Source: an optimization exercise on an open RTL-to-GDS flow (aim: small area and a short achievable clock period). Production flows keep margins and buffers that such runs may drop. At most, simulation tests tie the RTL to the original design; equivalence was not proved. Power and IR drop assume default switching activity.

Setup of build 43:
==> flow/design.v (excerpt) <==
module core_pipeline
    #(
      parameter ADDRESS_SIZE = 10,
      parameter DATA_SIZE = 32
     )
    (
    input wire i_clk,
    input wire i_rst_n,
    input wire i_sys_stop,
    input wire i_sys_start,
    input wire signed [DATA_SIZE - 1:0] i_data,
    input wire [15:0] i_instruction,
    output wire o_read,
    output wire o_write,
    output wire [ADDRESS_SIZE - 1:0] o_address,
    output wire signed [DATA_SIZE - 1:0] o_data,
    output wire [ADDRESS_SIZE - 1:0] o_program_counter
    );
export LEC_CHECK = 0
export CAP_MARGIN = 20
export CORE_MARGIN = 2
export CORE_UTILIZATION = 40
export PLACE_DENSITY = 0.45
export SETUP_SLACK_MARGIN = 3.6
export SLEW_MARGIN = 20
export SYNTH_HIERARCHICAL = 1
export TNS_END_PERCENT = 0
export BUFFER_PORTS_ARGS = -buffer_cell sky130_fd_sc_hd__buf_4
create_clock -name core_clock -period 7.0 [get_ports {i_clk}]
standard.sh (not shown) runs the stock make flow with config.mk's settings and CLKGATE_MAP_FILE= SYNTH_SCRIPT=/design/flow/synth_recipe.tcl, a recipe that flattens the netlist after the stock synthesis.
==> flow/flow/run.sh <==
#!/bin/bash
# Layout flow: the standard flow (standard.sh, unchanged synthesis),
# with the port buffers made of buf_4 cells instead of the slow delay-cell
# buffers the resizer otherwise picks (and cannot resize away).
set -euo pipefail
echo 'export BUFFER_PORTS_ARGS = -buffer_cell sky130_fd_sc_hd__buf_4' >> config.mk
bash standard.sh > standard_flow.log 2>&1
Build 43 reached the final stage; the timing, DRC and antenna checks on its layout passed.
--- input diff build 43..build 24 ---
Settings: SETUP_SLACK_MARGIN now 3.3, was 3.6; TNS_END_PERCENT no longer set, was 0.
Findings:
- Met2 track demand over resource in global routing: build 24 vs build 43 up 2.2 points
- Clock network area share: build 24 vs build 43 down 0.44 points
- Synthesized cell count: build 24 vs build 43 identical
- In terms of register-to-register slack, build 43 and build 24 differ only marginally.
- Against build 43, build 24 reports a via count that is higher.
- Compared with build 43, build 24 shows a lower total half-perimeter wirelength after legalization and detailed placement.
- Going from build 43 to build 24, first-pass GRT wire length grew by a few percent.
- In the flow results for build 24 and build 43, the power consumed by combinational cells is smaller on build 43.
- | number of combinational gates with multiple inputs | build 24 vs build 43 | ≈ equal |
- For routed wire length, dividing the value from build 43 by the value from build 24 gives 0.941.
- From build 24 to build 43, post-synth net total did not move at all.
[inputs] build 90 vs build 24
Settings: SETUP_SLACK_MARGIN changed from 3.3 to 3.6; TNS_END_PERCENT newly set to 0; CORE_UTILIZATION changed from 40 to 55; PLACE_DENSITY changed from 0.45 to 0.65.
Findings:
When the final numbers for build 24 and build 90 were put side by side, the total power turned out to be greater in build 24. met2 routed wirelength of build 90 falls short of that of build 24 by more than 10%. Layout net count in build 90 vs build 24: down about 5%. Build 90 against build 24: number of inserted diodes saw a decrease, area of the die saw a decrease, part of the total power dissipated in sequential elements saw an increase, final routed wirelength across all metal layers saw a decrease. Build 90 vs build 24 — final setup slack of the worst path dropped 0.038 ns. Build 90 reports a lower number of global-route vias before repair than build 24 does. Of build 90 and build 24, it is build 90 that has the higher non-clock inverter count in the final layout. Build 24 vs build 90, cell with the largest stage delay on the worst path: edfxtp_1 vs mux4_2. Endpoint required time on the critical path in build 90 vs build 24: up 1.70 ns.
Function was not checked in any run of this note: the RTL went through the layout flow alone.

Another version of the RTL of core_pipeline (not shown whole).
For scale: roughly 23000 µm² of cells after synthesis.
clock: 7.0 ns
lec_check: 0
cap_margin: 20
core_margin: 2
core_utilization: 55
place_density: 0.65
setup_slack_margin: 3.6
slew_margin: 20
synth_hierarchical: 1
tns_end_percent: 0
buffer_ports_args: -buffer_cell sky130_fd_sc_hd__buf_4
==> flow/flow/run.sh <==
#!/bin/bash
# Layout flow: the standard flow (standard.sh, unchanged synthesis),
# with the port buffers made of buf_4 cells instead of the slow delay-cell
# buffers (clkdlybuf4s50) the flow otherwise picks.
set -euo pipefail
echo 'export BUFFER_PORTS_ARGS = -buffer_cell sky130_fd_sc_hd__buf_4' >> config.mk
bash standard.sh > standard_flow.log 2>&1
The first run went through all stages and came out clean.
Change:
==> flow/flow/run.sh (replaced) <==
#!/bin/bash
# Layout flow: the standard flow (standard.sh, unchanged synthesis),
# with the port buffers made of buf_2 cells instead of the slow delay-cell
# buffers the resizer otherwise picks (and cannot resize away).
set -euo pipefail
echo 'export BUFFER_PORTS_ARGS = -buffer_cell sky130_fd_sc_hd__buf_2' >> config.mk
bash standard.sh > standard_flow.log 2>&1
- BUFFER_PORTS_ARGS: -buffer_cell sky130_fd_sc_hd__buf_4 -> -buffer_cell sky130_fd_sc_hd__buf_2
Result: The new run produced a clean layout; die area does not change; register-to-register slack got worse by 80 ps; clock skew shrinks by 18 ps; cell count barely changes; wire length shrinks by 1.6%; global-route usage shrinks by 0.39 points; area after synthesis does not change; power shrinks by 2.0%; worst setup slack got worse by 25 ps; count of clock-buffer cells in the layout shrinks by 6; synthesized cell count does not change.
Change:
==> flow/flow/run.sh (replaced) <==
#!/bin/bash
# Layout flow: the standard flow (standard.sh, unchanged synthesis),
# with the port buffers made of buf_4 cells instead of the slow delay-cell
# buffers the resizer otherwise picks (and cannot resize away).
set -euo pipefail
echo 'export BUFFER_PORTS_ARGS = -buffer_cell sky130_fd_sc_hd__buf_4' >> config.mk
bash standard.sh > standard_flow.log 2>&1
- BUFFER_PORTS_ARGS: -buffer_cell sky130_fd_sc_hd__buf_2 -> -buffer_cell sky130_fd_sc_hd__buf_4
- total power rose by 2.0%
- design area rose by 1.0%
- core utilization grows by 0.67 points
- first-iteration DRC count climbs by 2.6%
- worst setup slack improved by 25 ps
- routed wire length went up by 1.6%
- die area is unchanged
- clock-buffer cell count rises by 6
- via count climbs by 0.80%
- global-route usage increases by 0.39 points
- critical path depth came out lower by 2

-- afterwards: timing with drivers on the ports --
Ports are ideal in the flow. The routed layouts listed here were re-timed in OpenROAD. Step 1, drivers: a clkbuf_16 drives i_clk and a buf_2 each remaining input, both assumed. Step 2 also shifts input and output timing later by t, the mid clock arrival at the registers, as if the neighbouring blocks saw the same clock. Three values: ideal ports, drivers, drivers and shift; two values: the first two.
run	shift t [ns]	setup slack, ns	hold WS [ns]	worst setup path after step 2	cell pins on the clock port's net
build 43	0.657	3.020 / 2.960 / 2.455	0.468 / 0.468 / 0.468	input to register	1
build 24	0.643	3.007 / 2.944 / 2.439	0.491 / 0.491 / 0.491	input to register	1
build 90	0.645	2.969 / 2.971 / 2.329	0.457 / 0.457 / 0.457	input to register	1
the first run of note 2	0.634	3.106 / 3.023 / 2.561	0.440 / 0.440 / 0.440	input to register	1
the second run of note 2	0.637	3.081 / 3.021 / 2.475	0.448 / 0.448 / 0.448	input to register	1
the third run of note 2	0.634	3.106 / 3.023 / 2.561	0.440 / 0.440 / 0.440	input to register	1
After both steps setup and hold are still met in every run listed. The setup slack of build 90, which loses most, moves by +0.002 ns with the drivers and by -0.640 ns with both steps.
